From an optimization exercise on the open Yosys and OpenROAD flow, aimed at small area; shortcuts taken in it are not production practice. In this exercise RTL edits were held to simulation tests only and were not proved equivalent to the original. Power is estimated from default activity; no workload was simulated.

`flow/run.sh`:
```
#!/bin/bash
# synth_recipe.tcl (not shown) runs the flow's synth.tcl, then flattens the netlist and writes it again
# the make line also repeats each setting of config.mk as NAME=value (left out here)
make -C /OpenROAD-flow-scripts/flow DESIGN_CONFIG=/design/flow/config.mk WORK_HOME=/design/flow/orfs CLKGATE_MAP_FILE= SYNTH_SCRIPT=/design/flow/synth_recipe.tcl finish
```
`flow/constraint.sdc`:
```
create_clock -name core_clock -period 10.0 [get_ports {clk}]
set_input_delay 2.0000 -clock core_clock [delete_from_list [all_inputs] [get_ports {clk}]]
set_output_delay 2.0000 -clock core_clock [all_outputs]
set_load 0.01 [all_outputs]
```
`flow/config.mk`:
```
export PLATFORM = sky130hd
export DESIGN_NAME = alarm_clock_pv
export DESIGN_NICKNAME = alarm_clock_pv
export VERILOG_FILES = /design/flow/design.v
export SDC_FILE = /design/flow/constraint.sdc
export NUM_CORES = 4
export LEC_CHECK = 0
export CAP_MARGIN = 20
export CORE_MARGIN = 2
export CORE_UTILIZATION = 40
export SLEW_MARGIN = 20
```
`flow/design.v`:
```
module alarm_clock_pv(input clk, SW5, SW4, SW3, SW2, SW1, SW0, KEY1, KEY0,
	output logic [6:0] SEC_LSD, SEC_MSD, MIN_LSD,
	MIN_MSD, HR_LSD, HR_MSD,
	output logic LED7, LED5, LED4, LED3, LED2, LED1, LED0);
localparam [1:0] OP_NONE = 2'd0, OP_MIN = 2'd1, OP_HRS = 2'd2, OP_RUN = 2'd3;
logic [4:0] pc;
logic tick, tick_run;
assign tick = (pc == 5'd4) | (pc == 5'd14);
assign tick_run = (pc == 5'd4);
logic [3:0] s0, m0, h0, am0, ah0;
logic [2:0] s1, m1, am1;
logic [1:0] h1, ah1;
logic sel;
logic [1:0] op;
logic [3:0] s0n, m0n, h0n, am0n, ah0n;
logic [2:0] s1n, m1n, am1n;
logic [1:0] h1n, ah1n;
logic inc_s, c_s0, c_s1, inc_m, c_m0, c_m1, inc_h, inc_am, inc_ah;
logic s0_9, s1_5, m0_9, m1_5, am0_9, am1_5;
assign s0_9 = (s0 == 4'd9);
assign s1_5 = (s1 == 3'd5);
assign m0_9 = (m0 == 4'd9);
assign m1_5 = (m1 == 3'd5);
assign am0_9 = (am0 == 4'd9);
assign am1_5 = (am1 == 3'd5);
assign inc_s = (op == OP_RUN);
assign c_s0 = inc_s & s0_9;
assign c_s1 = c_s0 & s1_5;
assign inc_m = (~sel & (op == OP_MIN)) | c_s1;
assign c_m0 = inc_m & m0_9;
assign c_m1 = c_s1 & m0_9 & m1_5;
assign inc_h = (~sel & (op == OP_HRS)) | c_m1;
assign inc_am = sel & (op == OP_MIN);
assign inc_ah = sel & (op == OP_HRS);
always_comb begin
	s0n = inc_s ? (s0_9 ? 4'd0 : s0 + 4'd1) : s0;
	s1n = c_s0 ? (s1_5 ? 3'd0 : s1 + 3'd1) : s1;
	m0n = inc_m ? (m0_9 ? 4'd0 : m0 + 4'd1) : m0;
	m1n = c_m0 ? (m1_5 ? 3'd0 : m1 + 3'd1) : m1;
	h0n = h0; h1n = h1;
	if (inc_h) begin
		if (h1 == 2'd2 && h0 == 4'd3) begin h0n = 4'd0; h1n = 2'd0; end
		else if (h0 == 4'd9) begin h0n = 4'd0; h1n = h1 + 2'd1; end
		else h0n = h0 + 4'd1;
	end
	am0n = inc_am ? (am0_9 ? 4'd0 : am0 + 4'd1) : am0;
	am1n = (inc_am & am0_9) ? (am1_5 ? 3'd0 : am1 + 3'd1) : am1;
	ah0n = ah0; ah1n = ah1;
	if (inc_ah) begin
		if (ah1 == 2'd2 && ah0 == 4'd3) begin ah0n = 4'd0; ah1n = 2'd0; end
		else if (ah0 == 4'd9) begin ah0n = 4'd0; ah1n = ah1 + 2'd1; end
		else ah0n = ah0 + 4'd1;
	end
end
logic alarm_set, time_set, run;
logic [1:0] op_new;
assign alarm_set = SW1 & ~KEY1;
assign time_set = SW2 & ~KEY1 & ~SW1;
assign run = SW5 & ~SW1 & ~SW2;
assign op_new = (alarm_set | time_set) ? (SW3 ? OP_HRS : OP_MIN) :
	((run & tick_run) ? OP_RUN : OP_NONE);
always_ff @(posedge clk) begin
	if (SW0) begin
		pc <= 5'd0;
		s0 <= 4'd0; s1 <= 3'd0; m0 <= 4'd0; m1 <= 3'd0; h0 <= 4'd0; h1 <= 2'd0;
		am0 <= 4'd0; am1 <= 3'd0; ah0 <= 4'd0; ah1 <= 2'd0;
		sel <= 1'b0; op <= OP_NONE;
	end
	else begin
		pc <= (pc == 5'd19) ? 5'd0 : pc + 5'd1;
		if (tick) begin
			s0 <= s0n; s1 <= s1n; m0 <= m0n; m1 <= m1n; h0 <= h0n; h1 <= h1n;
			am0 <= am0n; am1 <= am1n; ah0 <= ah0n; ah1 <= ah1n;
			sel <= SW1; op <= op_new;
		end
	end
end
logic match, match_q, alarm;
assign match = (m0n == am0n) && (m1n == am1n) && (h0n == ah0n) && (h1n == ah1n);
always_ff @(posedge clk) begin
	if (SW0) match_q <= 1'b1;
	else match_q <= match;
	if (SW0 | ~KEY0) alarm <= 1'b0;
	else if (SW4 & match & ~match_q) alarm <= 1'b1;
	if (SW0) LED7 <= 1'b0;
	else if (tick) LED7 <= alarm;
end
logic [3:0] d_hl, d_ml, d_sl;
logic [2:0] d_mm, d_sm;
logic [1:0] d_hm;
assign d_hm = sel ? ah1 : h1;
assign d_hl = sel ? ah0 : h0;
assign d_mm = sel ? am1 : m1;
assign d_ml = sel ? am0 : m0;
assign d_sm = sel ? 3'd0 : s1;
assign d_sl = sel ? 4'd0 : s0;
seg7 g5({2'b00, d_hm}, HR_MSD);
seg7 g4(d_hl, HR_LSD);
seg7 g3({1'b0, d_mm}, MIN_MSD);
seg7 g2(d_ml, MIN_LSD);
seg7 g1({1'b0, d_sm}, SEC_MSD);
seg7 g0(d_sl, SEC_LSD);
assign {LED5, LED4, LED3, LED2, LED1, LED0} = {SW5, SW4, SW3, SW2, SW1, SW0};
endmodule
module seg7(input [3:0] d, output logic [6:0] seg);
always_comb
	case (d)
		4'd0: seg = 7'b1000000;
		4'd1: seg = 7'b1111001;
		4'd2: seg = 7'b0100100;
		4'd3: seg = 7'b0110000;
		4'd4: seg = 7'b0011001;
		4'd5: seg = 7'b0010010;
		4'd6: seg = 7'b0000010;
		4'd7: seg = 7'b1111000;
		4'd8: seg = 7'b0000000;
		4'd9: seg = 7'b0010000;
		default: seg = 7'bxxxxxxx;
	endcase
endmodule
```
==> metrics.cfg, run 1 <==
[run_status]
outcome=timing/DRC/antenna clean

[clocking]
cts.repair.resized=0
cts_tree=yes
clockBufferDepth=2
cts_setup_buffers=0
cts_sinks=44
clk_latency_ps=310
cts_buffers=5
cts_hold_buf=0
clkSlewWorstSetupHoldPaths_ps=100
clockRootBuffer=clkbuf_8
htree_levels=2

[sta]
relSlewSlack=0.498
tightest_slew_ps=752
finalSetupViolCount=0
rsz0062_at_grt=false
finalMaxSlewViolations=0
fin_crit_sh=0.505
max_freq_mhz=198
finalClockSkew_ps=9.47
min_period_ps=5050
hold_viol_final=0
tns_ps=0

[synth]
yosys_warnings=2
syn_area_sq_um=3910
seq_area_frac_synth=0.225
synth_compound_area_frac=0.201
ys_types=64
synth_mux_area_frac=0.0682
synth-xor-area-share=0.0336
syn_inst=529
async_reset_ff_frac=0
synth_top_family_by_area=simple AND/OR/NAND/NOR gates
synth_edf_count=0
ys_seq_elements=44
synth_ff_type=dfxtp_1
synth_nets=575
synthAdderAreaFrac=0.119
synthSimpleGateAreaFrac=0.268
syn_area_per_cell_sq_um=7.38

[route]
ant_nets=0
vias=3697
via_per_inst=5.37
drt-total-wl_microns=9430
drt_pass1_iterations=4
drt_iter0_drc=202
wl_per_cell_microns=13.7
remaining_drc_errors=0

[hold_path]
hp-start=alarm$_SDFFE_PP0P_
min_path_type=reg -> reg
hold_path_depth=2
min_delay_worst_endpoint=LED7$_SDFFE_PP0N_

[worst_setup_path]
start_kind=input port
crit_top_cell=clkdlybuf4s50_1
r2r_start=sel$_SDFFE_PP0N_
arrival_ps=3050
path_cells=clkdlybuf4s50_1, clkdlybuf4s50_1
crit_fanout=3
rr_endpoint=alarm$_SDFFE_PP0P_
crit_type=in -> out
r2r_slack_ps=6990
path_delay_family=buffers and inverters
slowest_stage=clkdlybuf4s50_1
max_stage_delay_ps=550
endpoint_kind=output pin
critPathBufInv=2
reg2regPathDepth=9
cp.required_ps=8000

[grt]
busiest_layer=met2
met2_usage=0.313
grt_pass1_wl_microns=16000
grt_use_met1=0.252
grt_max_degree=42
grt.overflow.total=0
grt_pass1_vias=3392
antenna_found_initial=0
grt_use_total=0.187
use_met3=0.0237

[floorplanning]
die_area_sq_um=10600
die_y_microns=103
initial_core_util=0.405
pin_count=58
chipWidth_microns=103
fp-row-count=36
core_region_area_sq_um=9640

[pwr]
power.density_nw_per_um2=79.7
p_total_uw=363
ir_drop_mv=0.0497
leakage_nw=1.77

[placement]
placed_cell_area_sq_um=4440
gp_congestion=0.901
dp_cells=681
dp_hpwl_microns=6900
numPortBuffers=56

[final_layout]
nets=601
diodes=0
area_delta_synth_final_pct=16.6
finalInstanceArea_sq_um=4550
finalNonFillerCells=689
drive_gt1_frac=0.0468

[job]
maxCapViolCount=0

[state kept, by name (all words and copies together), names as in the netlist]
signal   count
pc           5
ah0          4
am0          4
h0           4
m0           4
s0           4
am1          3
m1           3
s1           3
ah1          2
h1           2
op           2
LED7         1
alarm        1
match_q      1
sel          1
[routing by layer]
metal  part of all wire  routed length (microns)
met3              0.039                      367
met5                  0                        0
met1               0.48                     4540
met2               0.46                     4380
met4              0.015                      137
[power by group]
group          internal (mW)  switching, mW
Clock                 0.0754         0.0710
Sequential             0.178        0.00451
Combinational         0.0151         0.0189
[synthesized netlist by cell type, types with 6 or more instances]
library cell  instances  area, sq um
nand2b_1              6         37.5
nor2_1               55          206
o21ai_0              25          125
nand3_1              11         55.1
inv_1                30          113
and2_1               11         68.8
nand2_1              66          248
xor2_1                8         70.1
a31oi_1               8         50.1
dfxtp_1              44          881
ha_1                 37          463
a211oi_1             10         75.1
clkbuf_1             21         78.8
nor3_1               19         95.1
a21oi_1              42          210
buf_4                10         75.1
xnor2_1               7         61.3
nor2b_1               7         43.8
mux2i_1              21          210
[final cells by class]
class / count / area (sq um)
repair buffers: 59 / 583
clock buffers: 5 / 68.8
well taps: 133 / 166
clock inverters: 3 / 46.3
fillers: 1011 / 5080
flip-flops and latches: 44 / 881
inverters: 30 / 113
multi-input cells: 415 / 2700
[how the worst max path moves through the flow]
stage,from,endpoint,slack [ps],depth (start not counted)
global route,sel$_SDFFE_PP0N_,HR_LSD[3],4800,7
global placement,SW3,LED3,4960,2
finish,SW3,LED3,4950,2
floorplan,sel$_SDFFE_PP0N_,SEC_LSD[3],5760,10
CTS,SW1,LED1,4950,2
detailed placement,SW1,LED1,4960,2
[cells in the final DEF, fill, tap and decap left out, drive strengths merged, types with 6 or more instances in the layout]
cell type / Yosys / routed
nand3: 11 / 11
a21oi: 43 / 43
a211oi: 10 / 10
ha: 37 / 37
nor2b: 7 / 7
inv: 30 / 31
o21ai: 27 / 27
nor2: 55 / 55
xnor2: 7 / 7
a31oi: 8 / 8
nand2b: 6 / 6
mux2i: 21 / 21
xor2: 8 / 8
nand2: 66 / 66
dfxtp: 44 / 44
clkdlybuf4s50: 0 / 56
nor3: 19 / 19
and2: 12 / 12
[logic make-up (layout without fill, tap and decap cells)]
| logic type | after synthesis | in the layout |
|---|---|---|
| flip-flops | 44 | 44 |
| XOR/XNOR | 15 | 15 |
| AND/OR/NAND/NOR | 211 | 211 |
| other | 1 | 1 |
| multiplexers | 26 | 26 |
| buffers and inverters | 70 | 97 |
| AO/OA/AOI/OAI | 125 | 125 |
| adder cells (fa/ha/maj) | 37 | 37 |
[per-stage QoR]
step / setup WS, ps / util / hold slack [ps]
2_1_floorplan: 5760 / - / 432
3_3_place_gp: 4960 / 0.461 / 446
3_5_place_dp: 4960 / 0.461 / 454
4_1_cts: 4950 / 0.472 / 463
5_1_grt: 4800 / 0.472 / 484
6_report: 4950 / 0.472 / 454
==> run 2, diff against run 1 <==
==> flow/flow/run.sh (new file) <==
#!/bin/bash
# Layout flow: the standard synthesis, then the combinational logic between
# the (unchanged) registers is re-mapped with ABC for area, then the standard
# ORFS layout from floorplan to finish, with port buffers of the smallest size.
set -euo pipefail
W=$(pwd)
R=$W/orfs/results/$FLOW_PLATFORM/alarm_clock_pv/base
LIB=$FLOW_HOME/platforms/$FLOW_PLATFORM/lib/sky130_fd_sc_hd__tt_025C_1v80.lib
YOSYS=$FLOW_HOME/../tools/install/yosys/bin/yosys
[[ -x $YOSYS ]] || YOSYS=$(command -v yosys)

bash standard.sh synth > $W/log_1_standard_synth.txt 2>&1
cp $R/1_2_yosys.v $W/synth_standard.v

sed -e "s#@LIB@#$LIB#g" -e "s#@IN@#$W/synth_standard.v#g" -e "s#@OUT@#$W/synth_remap.v#g" \
    -e "s#@TOP@#$FLOW_TOP#g" -e "s#@FLOW@#$W/flow#g" $W/flow/remap.ys.in > $W/remap.ys
$YOSYS -s $W/remap.ys > $W/log_2_remap.txt 2>&1

cp $W/synth_remap.v $R/1_2_yosys.v
rm -f $R/1_synth.odb $R/1_synth.sdc
bash standard.sh "BUFFER_PORTS_ARGS=-buffer_cell sky130_fd_sc_hd__buf_1" finish > $W/log_3_layout.txt 2>&1
==> flow/flow/remap.abc (new file) <==
strash
dc2
dc2
&get -n
&dch -f
&nf
&put
strash
dch -f
amap
==> flow/flow/remap.ys.in (new file) <==
read_liberty -ignore_miss_func @LIB@
delete sky130_fd_sc_hd__dfxtp_1
read_verilog @FLOW@/stub.v
read_verilog @IN@
hierarchy -top @TOP@
flatten
opt -purge
abc -script @FLOW@/remap.abc -liberty @LIB@ -dont_use *lpflow* -dont_use *probe*
opt_clean -purge
hilomap -singleton -hicell sky130_fd_sc_hd__conb_1 HI -locell sky130_fd_sc_hd__conb_1 LO
insbuf -buf sky130_fd_sc_hd__buf_1 A X
splitnets
opt_clean -purge
stat -liberty @LIB@
select @TOP@
write_verilog -noattr -nohex -nodec -selected @OUT@
==> flow/flow/stub.v (new file) <==
(* blackbox *)
module sky130_fd_sc_hd__dfxtp_1(input CLK, input D, output Q);
endmodule
==> flow/standard.sh (new file) <==
#!/bin/bash
# synth_recipe.tcl (not shown) runs the flow's synth.tcl, then flattens the netlist and writes it again
# the make line also repeats each setting of config.mk as NAME=value (left out here)
make -C /OpenROAD-flow-scripts/flow DESIGN_CONFIG=/design/flow/config.mk WORK_HOME=/design/flow/orfs CLKGATE_MAP_FILE= SYNTH_SCRIPT=/design/flow/synth_recipe.tcl "${@:-finish}"
removed: flow/run.sh
==> run 2 against run 1 <==
Sequential power hardly changed. Still clean. Hold slack gained 15 ps. Synthesized area is 28% lower. Wire length shrank 21%. Synthesized cell count down 19%. Register-to-register slack got worse by 1700 ps. Global-route usage rose by 1.6 points. Power is 7.2% lower. Utilization is 0.21 points higher. Clock skew shrank 3.7 ps. Via count down 15%.
==> metrics.cfg, run 2 <==
[run_status]
outcome=timing/DRC/antenna clean

[route]
wl_per_cell_microns=12.9  ; -5.6%
drt_iter0_drc=167  ; -17%
drt_pass1_iterations=4  ; unchanged
vias=3144  ; -15%
via_per_inst=5.42  ; +1.0%
remaining_drc_errors=0  ; unchanged
drt-total-wl_microns=7500  ; -21%
ant_nets=0  ; unchanged

[synth]
yosys_warnings=2  ; unchanged
syn_area_sq_um=2810  ; -28%
syn_area_per_cell_sq_um=6.58  ; -11%
syn_inst=426  ; -19%
synth_nets=435  ; -24%

[worst_setup_path]
cp.depth=7  ; +5
path_cells=clkinv_1, o22ai_1, clkinv_1, o21ai_0, clkinv_1, nor3_1, buf_1
start_kind=register
rr_endpoint=alarm$_SDFFE_PP0P_
critPathBufInv=4  ; +2
slowest_stage=dfxtp_1
max_stage_delay_ps=830  ; +280 ps
reg2regPathDepth=12  ; +3
crit_fanout=22  ; +19
cp.required_ps=8000  ; about the same
path_delay_family=buffers and inverters
r2r_slack_ps=5310  ; -1680 ps
r2r_start=sel$_SDFFE_PP0N_
endpoint_kind=output pin
crit_top_cell=clkinv_1
crit_type=reg -> out
arrival_ps=3350  ; +300 ps

[placement]
gp_congestion=0.905  ; +0.43%
pre_cts_slack_ps=4950  ; -5.32 ps
numPortBuffers=56  ; unchanged
dp_hpwl_microns=5610  ; -19%

[sta]
finalSetupViolCount=0  ; unchanged
rsz0062_at_grt=false
hold_slack_ps=469  ; +14.6 ps
relSlewSlack=0.440  ; -0.0582
max_freq_mhz=187  ; -5.6%
tightest_slew_ps=841  ; +89.0 ps
finalClockSkew_ps=5.79  ; -3.68 ps
min_period_ps=5350  ; +299 ps
finalWorstSetupSlack_ps=4650  ; -299 ps
tns_ps=0  ; unchanged
hold_viol_final=0  ; unchanged
finalMaxSlewViolations=0  ; unchanged
fin_crit_sh=0.535  ; +0.0299

[final_layout]
area_delta_synth_final_pct=14.9
largest_register=pc
layout_common_cells=nor2_1 (88), clkinv_1 (69), buf_1 (56), dfxtp_1 (44), nand2_1 (32)
largest_register_ffs=5  ; unchanged
final_common_cell=nor2_1
diodes=0  ; unchanged
drive_gt1_frac=0.0207  ; -0.0261
nFillCells=716  ; -29%
nets=493  ; -18%
utilization=0.475  ; +0.00210

[grt]
busiest_layer=met2
use_met3=0.0292  ; +0.00549
grt.overflow.total=0  ; unchanged
antenna_found_initial=0  ; unchanged
grt_use_met1=0.262  ; +0.0108
met2_usage=0.353  ; +0.0401
grt_use_total=0.203  ; +0.0157
grt_pass1_wl_microns=12600  ; -21%
grt_max_degree=36  ; -14%
grt_pass1_vias=2794  ; -18%

[clocking]
cts_buffers=5  ; unchanged
cts_hold_buf=0  ; unchanged
clkSlewWorstSetupHoldPaths_ps=80  ; -20 ps
clockRootBuffer=clkbuf_8
clockBufferDepth=2  ; unchanged
cts.repair.resized=0  ; unchanged
htree_levels=2  ; unchanged
clk_latency_ps=290  ; -20 ps
cts_setup_buffers=0  ; unchanged
cts_tree=yes
cts_sinks=44  ; unchanged

[floorplanning]
pin_count=58  ; unchanged
die_area_sq_um=7700  ; -27%
die_y_microns=87.7  ; -15%
core_region_area_sq_um=6790  ; -30%
chipWidth_microns=87.7  ; -15%
initial_core_util=0.413  ; +0.00765
fp-row-count=30  ; -17%

[hold_path]
hold_path_depth=1  ; -1
min_path_type=reg -> reg
min_delay_worst_endpoint=pc[0]$_SDFF_PP0_
hp-start=pc[0]$_SDFF_PP0_

[pwr]
p_total_uw=337  ; -7.2%
ir_drop_mv=0.0467  ; -6.1%
power.density_nw_per_um2=104  ; +31%
leakage_nw=1.00  ; -43%

[job]
maxCapViolCount=0  ; unchanged

[run 2: where the power goes]
part / total (mW) / switching, mW / internal (mW)
logic: 0.0325 / 0.0219 / 0.0105
registers: 0.182 / 0.00346 / 0.179
clock network: 0.122 / 0.0606 / 0.0617
total: 0.337 / 0.0860 / 0.251
[run 2: how the worst max path moves through the flow]
stage	startpoint	end	slack, ps
after floorplan	sel$_SDFFE_PP0N_	HR_LSD[5]	5800
after global placement	sel$_SDFFE_PP0N_	HR_LSD[5]	5120
after detailed placement	sel$_SDFFE_PP0N_	HR_LSD[5]	4950
after CTS	sel$_SDFFE_PP0N_	HR_LSD[5]	4640
after global routing	sel$_SDFFE_PP0N_	HR_LSD[5]	4330
final	sel$_SDFFE_PP0N_	HR_LSD[5]	4650
[run 2: area by class of cell]
type / instances / area (sq um) / share of cell area
timing repair buffer: 59 / 233 / 0.0722
clock buffer: 7 / 96.3 / 0.0299
sequential: 44 / 881 / 0.273
inverter: 69 / 259 / 0.0803
tap: 96 / 120 / 0.0373
multi-input combinational: 305 / 1640 / 0.507
[run 2: routing by layer]
layer	vias up	wire length, microns
met2	58	3660
met4	0	68
met3	7	258
li1	1641	-
met5	-	0
met1	1438	3510
[run 2: worst register-to-register path, cell delays in order, from the launching register on]
cell,delay [ps]
dfxtp_1,830
clkinv_1,800
nor3_1,650
clkinv_1,240
nor3_1,270
nand2_1,120
a21oi_1,260
nor2_1,60
a2111oi_0,370
nand4b_1,140
a2111oi_0,590
a31oi_1,170
nor2_1,120
[run 2: metrics by stage]
step / instance area [sq um] / instances
6_report: 3220 / 580
5_1_grt: 3220 / 580
4_1_cts: 3220 / 580
3_5_place_dp: 3130 / 573
3_3_place_gp: 3130 / 573
2_1_floorplan: 2810 / 426
==> run 3, diff against run 2 <==
==> flow/design.v (replaced) <==
module alarm_clock_pv(input clk, SW5, SW4, SW3, SW2, SW1, SW0, KEY1, KEY0,
	output logic [6:0] SEC_LSD, SEC_MSD, MIN_LSD,
	MIN_MSD, HR_LSD, HR_MSD,
	output logic LED7, LED5, LED4, LED3, LED2, LED1, LED0);
localparam [1:0] OP_NONE = 2'd0, OP_MIN = 2'd1, OP_HRS = 2'd2, OP_RUN = 2'd3;
localparam [2:0] T5 = 3'b010;  
logic [4:0] pc, pc_n;
logic tick, tick_run, post_tick;
assign tick = (pc == 5'd4) | (pc == 5'd14);
assign tick_run = (pc == 5'd4);
assign post_tick = (pc == 5'd5) | (pc == 5'd15);
assign pc_n = (pc == 5'd19) ? 5'd0 : pc + 5'd1;
logic [3:0] s0, m0, h0, am0, ah0;
logic [2:0] s1, m1, am1;
logic [1:0] h1, ah1;
logic sel;
logic [1:0] op;
logic [3:0] s0n, m0n, h0n, am0n, ah0n;
logic [2:0] s1n, m1n, am1n;
logic [1:0] h1n, ah1n;
function automatic [3:0] inc10(input [3:0] d);
	inc10 = (d == 4'd9) ? 4'd0 : d + 4'd1;
endfunction
function automatic [2:0] inc6(input [2:0] t);
	inc6 = {~t[1] | (t[2] & t[0]), ~t[1] | (t[0] ^ t[2]), ~t[0] & ~(t[2] ^ t[1])};
endfunction
logic inc_s, c_s0, c_s1, inc_m, c_m0, c_m1, inc_h, inc_am, inc_ah;
logic s0_9, s1_5, m0_9, m1_5, am0_9, am1_5;
assign s0_9 = (s0 == 4'd9);
assign s1_5 = (s1 == T5);
assign m0_9 = (m0 == 4'd9);
assign m1_5 = (m1 == T5);
assign am0_9 = (am0 == 4'd9);
assign am1_5 = (am1 == T5);
assign inc_s = (op == OP_RUN);
assign c_s0 = inc_s & s0_9;
assign c_s1 = c_s0 & s1_5;
assign inc_m = (~sel & (op == OP_MIN)) | c_s1;
assign c_m0 = inc_m & m0_9;
assign c_m1 = c_s1 & m0_9 & m1_5;
assign inc_h = (~sel & (op == OP_HRS)) | c_m1;
assign inc_am = sel & (op == OP_MIN);
assign inc_ah = sel & (op == OP_HRS);
logic [3:0] s0_i, m0_i, h0_i, am0_i, ah0_i;
logic [2:0] s1_i, m1_i, am1_i;
assign s0_i = inc10(s0);
assign m0_i = inc10(m0);
assign h0_i = inc10(h0);
assign am0_i = inc10(am0);
assign ah0_i = inc10(ah0);
assign s1_i = inc6(s1);
assign m1_i = inc6(m1);
assign am1_i = inc6(am1);
always_comb begin
	s0n = inc_s ? s0_i : s0;
	s1n = c_s0 ? s1_i : s1;
	m0n = inc_m ? m0_i : m0;
	m1n = c_m0 ? m1_i : m1;
	h0n = h0; h1n = h1;
	if (inc_h) begin
		if (h1 == 2'd2 && h0 == 4'd3) begin h0n = 4'd0; h1n = 2'd0; end
		else begin h0n = h0_i; if (h0 == 4'd9) h1n = {h1[0], ~h1[0]}; end
	end
	am0n = inc_am ? am0_i : am0;
	am1n = (inc_am & am0_9) ? am1_i : am1;
	ah0n = ah0; ah1n = ah1;
	if (inc_ah) begin
		if (ah1 == 2'd2 && ah0 == 4'd3) begin ah0n = 4'd0; ah1n = 2'd0; end
		else begin ah0n = ah0_i; if (ah0 == 4'd9) ah1n = {ah1[0], ~ah1[0]}; end
	end
end
logic alarm_set, time_set, run;
logic [1:0] op_new;
assign alarm_set = SW1 & ~KEY1;
assign time_set = SW2 & ~KEY1 & ~SW1;
assign run = SW5 & ~SW1 & ~SW2;
assign op_new = (alarm_set | time_set) ? (SW3 ? OP_HRS : OP_MIN) :
	((run & tick_run) ? OP_RUN : OP_NONE);
always_ff @(posedge clk) begin
	if (SW0) begin
		pc <= 5'd0;
		s0 <= 4'd0; s1 <= 3'd0; m0 <= 4'd0; m1 <= 3'd0; h0 <= 4'd0; h1 <= 2'd0;
		am0 <= 4'd0; am1 <= 3'd0; ah0 <= 4'd0; ah1 <= 2'd0;
		sel <= 1'b0; op <= OP_NONE;
	end
	else begin
		pc <= pc_n;
		if (tick) begin
			s0 <= s0n; s1 <= s1n; m0 <= m0n; m1 <= m1n; h0 <= h0n; h1 <= h1n;
			am0 <= am0n; am1 <= am1n; ah0 <= ah0n; ah1 <= ah1n;
			sel <= SW1; op <= op_new;
		end
	end
end
logic match, rise, alarm;
assign match = (m0n == am0n) && (m1n == am1n) && (h0n == ah0n) && (h1n == ah1n);
assign rise = post_tick & match & (op[1] ^ op[0] | c_s1);
always_ff @(posedge clk) begin
	if (SW0 | ~KEY0) alarm <= 1'b0;
	else if (SW4 & rise) alarm <= 1'b1;
	if (SW0) LED7 <= 1'b0;
	else if (tick) LED7 <= alarm;
end
logic [3:0] d_hl, d_ml, d_sl;
logic [2:0] d_mm, d_sm;
logic [1:0] d_hm;
assign d_hm = sel ? ah1 : h1;
assign d_hl = sel ? ah0 : h0;
assign d_mm = sel ? am1 : m1;
assign d_ml = sel ? am0 : m0;
assign d_sm = sel ? 3'd0 : s1;
assign d_sl = sel ? 4'd0 : s0;
seg_h g5(d_hm, HR_MSD);
seg_d g4(d_hl, HR_LSD);
seg_t g3(d_mm, MIN_MSD);
seg_d g2(d_ml, MIN_LSD);
seg_t g1(d_sm, SEC_MSD);
seg_d g0(d_sl, SEC_LSD);
assign {LED5, LED4, LED3, LED2, LED1, LED0} = {SW5, SW4, SW3, SW2, SW1, SW0};
endmodule
module seg_d(input [3:0] d, output logic [6:0] seg);
always_comb
	case (d)
		4'd0: seg = 7'b1000000;
		4'd1: seg = 7'b1111001;
		4'd2: seg = 7'b0100100;
		4'd3: seg = 7'b0110000;
		4'd4: seg = 7'b0011001;
		4'd5: seg = 7'b0010010;
		4'd6: seg = 7'b0000010;
		4'd7: seg = 7'b1111000;
		4'd8: seg = 7'b0000000;
		4'd9: seg = 7'b0010000;
		default: seg = 7'b1111111;
	endcase
endmodule
module seg_t(input [2:0] t, output logic [6:0] seg);
logic f, e, d;
assign {f, e, d} = t;
assign seg = {~(f ^ e) & ~(e ^ d), f, e, d, f & ~e, ~f & e & ~d, d};
endmodule
module seg_h(input [1:0] h, output logic [6:0] seg);
assign seg = {~h[1], h[1] | h[0], h[0], h[0], h[1], 1'b0, h[0]};
endmodule
==> run 3 against run 2 <==
Global-route usage up 0.35 points. Synthesized area down 0.31%. Non-clock buffer count unchanged. Critical path depth up 1. Design area up 0.62%. Register-to-register slack better by 730 ps. First-iteration DRC count down 19%. Sequential share of layout area down 0.79 points. Critical path type unchanged.
==> metrics.cfg, run 3 <==
[synth]
yosys_warnings=2  ; unchanged
synth_nets=439  ; +0.92%
syn_area_per_cell_sq_um=6.50  ; -1.2%
syn_inst=430  ; +0.94%
syn_area_sq_um=2800  ; -0.31%

[sta]
relSlewSlack=0.352  ; -0.0876
finalClockSkew_ps=11.1  ; +5.27 ps
finalMaxSlewViolations=0  ; unchanged
finalWorstSetupSlack_ps=4310  ; -343 ps
finalSetupViolCount=0  ; unchanged
hold_viol_final=0  ; unchanged
min_period_ps=5690  ; +343 ps
rsz0062_at_grt=false
hold_slack_ps=492  ; +22.9 ps
tns_ps=0  ; unchanged
max_freq_mhz=176  ; -6.0%
fin_crit_sh=0.569  ; +0.0343
tightest_slew_ps=971  ; +130 ps

[worst_setup_path]
cp.required_ps=8000  ; about the same
arrival_ps=3690  ; +340 ps
crit_path_start=sel$_SDFFE_PP0N_
rr_endpoint=alarm$_SDFFE_PP0P_
start_kind=register
reg2regPathDepth=9  ; -3
crit_type=reg -> out
crit_fanout=26  ; +18%
endpoint=HR_LSD[3]
endpoint_kind=output pin
r2r_start=sel$_SDFFE_PP0N_
r2r_slack_ps=6040  ; +730 ps

[final_layout]
layout_common_cells=nor2_1 (89), clkinv_1 (66), buf_1 (56), o21ai_0 (49), dfxtp_1 (43)
final_common_cell=nor2_1
regArea_sq_um=861  ; -2.3%
utilization=0.478  ; +0.00295
area_delta_synth_final_pct=16.0
nets=494  ; +0.20%
finalInstanceArea_sq_um=3240  ; +0.62%
multi_input_area_sq_um=1650  ; +0.69%
finalNonFillerCells=582  ; +0.34%
diodes=0  ; unchanged
largest_register=pc
nFillCells=703  ; -1.8%
drive_gt1_frac=0.0226  ; +0.00197
largest_register_ffs=5  ; unchanged

[grt]
grt_pass1_wl_microns=12700  ; +0.60%
grt_use_total=0.206  ; +0.00352
antenna_found_initial=0  ; unchanged
grt_max_degree=35  ; -2.8%
grt.overflow.total=0  ; unchanged
grt_pass1_vias=2865  ; +2.5%

[floorplanning]
die_area_sq_um=7680  ; -0.31%
pin_count=58  ; unchanged
chipWidth_microns=87.6  ; -0.15%
fp-row-count=30  ; unchanged
die_y_microns=87.6  ; -0.15%
initial_core_util=0.412  ; -0.00129
core_region_area_sq_um=6790  ; unchanged

[pwr]
p_int_uw=286  ; +14%
switching_share=0.254  ; -0.00187
clkPwrFrac=0.435  ; +0.072
leakage_nw=1.01  ; +0.29%
p_total_uw=383  ; +14%
power.density_nw_per_um2=118  ; +13%
combPwrFrac=0.098  ; +0.002
pwr-share-seq=0.467  ; -0.074
switching_power_uw=97.2  ; +13%
ir_drop_mv=0.0686  ; +47%

[clocking]
cts.repair.resized=0  ; unchanged
cts_hold_buf=0  ; unchanged
clkSlewWorstSetupHoldPaths_ps=90  ; about the same
cts_tree=yes
clk_latency_ps=310  ; +20 ps
clockRootBuffer=clkbuf_8
cts_buffers=5  ; unchanged
cts_setup_buffers=0  ; unchanged
cts_sinks=43  ; -2.3%
htree_levels=2  ; unchanged
clockBufferDepth=2  ; unchanged

[run_status]
outcome=timing/DRC/antenna clean

[placement]
dp_hpwl_microns=5570  ; -0.70%
placed_cell_area_sq_um=3110  ; -0.64%
pre_cts_slack_ps=4700  ; -258 ps
dp_cells=574  ; +0.17%
gp_congestion=0.824  ; -8.9%
numPortBuffers=56  ; unchanged

[route]
drt_pass1_iterations=4  ; unchanged
wl_per_cell_microns=13.0  ; +0.88%
drt-total-wl_microns=7590  ; +1.2%
via_per_inst=5.39  ; -0.50%
remaining_drc_errors=0  ; unchanged
ant_nets=0  ; unchanged
vias=3139  ; -0.16%
drt_iter0_drc=136  ; -19%

[hold_path]
hold_path_depth=1  ; unchanged
min_path_type=reg -> reg

[job]
maxCapViolCount=0  ; unchanged

==> run 3: critical path, stage by stage (launching register included) <==
cell	delay [ps]
dfxtp_1	970
clkinv_1	830
o22ai_1	530
clkinv_1	190
o21ai_0	260
or2_0	190
nor2_1	50
nor3_1	180
buf_1	170
==> run 3: cell type report <==
type,instances,area share
clock buffer,5,0.0212
sequential,43,0.265
multi-input combinational,310,0.508
timing repair buffer,59,0.0717
clock inverter,3,0.0208
inverter,66,0.0764
tap,96,0.0370
==> run 3: worst min-delay path by stage <==
stage                                  start                  to  slack [ps]
after global routing      h1[1]$_SDFFE_PP0N_  h1[1]$_SDFFE_PP0N_         530
final                       pc[0]$_SDFF_PP0_    pc[0]$_SDFF_PP0_         490
after CTS                   pc[0]$_SDFF_PP0_    pc[0]$_SDFF_PP0_         490
after global placement      pc[0]$_SDFF_PP0_    pc[0]$_SDFF_PP0_         470
after floorplan             pc[0]$_SDFF_PP0_    pc[0]$_SDFF_PP0_         440
after detailed placement    pc[0]$_SDFF_PP0_    pc[0]$_SDFF_PP0_         470
==> run 3: power by group through the flow <==
stage	clock network [mW]	logic [mW]	registers (mW)
detailed placement	0	0.0377	0.183
global route	0.176	0.0423	0.180
CTS	0.171	0.0378	0.179
finish	0.167	0.0376	0.179
floorplan	0	0.0251	0.182
global placement	0	0.0372	0.183
==> run 3: layer usage <==
layer	track usage	vias up	routed length, microns
li1	-	1659	-
met1	0.270	1408	3800
met2	0.345	63	3430
met3	0.0311	9	259
met4	0.0727	0	103
met5	0	-	0

port drivers added, routing unchanged:
How much do the figures lean on ideal ports? The routed layouts below were timed once more, with nothing changed but the port constraints.
Step 1 sets driving cells, clkbuf_16 on the clock port and buf_2 on the other inputs (assumed; they add their load-dependent delay and slew).
Step 2 moves the port delays by t, midway between the first and last clock arrival at a register: inputs arrive t later, outputs are due t later. That takes back most of the time a late clock gives input paths.
a / b / c = no drivers / after step 1 / after step 2; a / b = the first two.
| run | t, ns | setup WS [ns] | worst data-port slew with drivers (ns) | cell pins on the clock port's net |
|---|---|---|---|---|
| run 1 | 0.337 | 4.953 / 4.930 / 4.930 | 0.03 | 1 |
| run 2 | 0.321 | 4.653 / 4.619 / 4.940 | 0.03 | 1 |
| run 3 | 0.340 | 4.311 / 4.278 / 4.617 | 0.03 | 1 |
After both steps setup and hold are still met in every run listed. For run 1, which loses most, drivers alone change the setup slack by -0.023 ns; drivers and shift together by -0.023 ns.
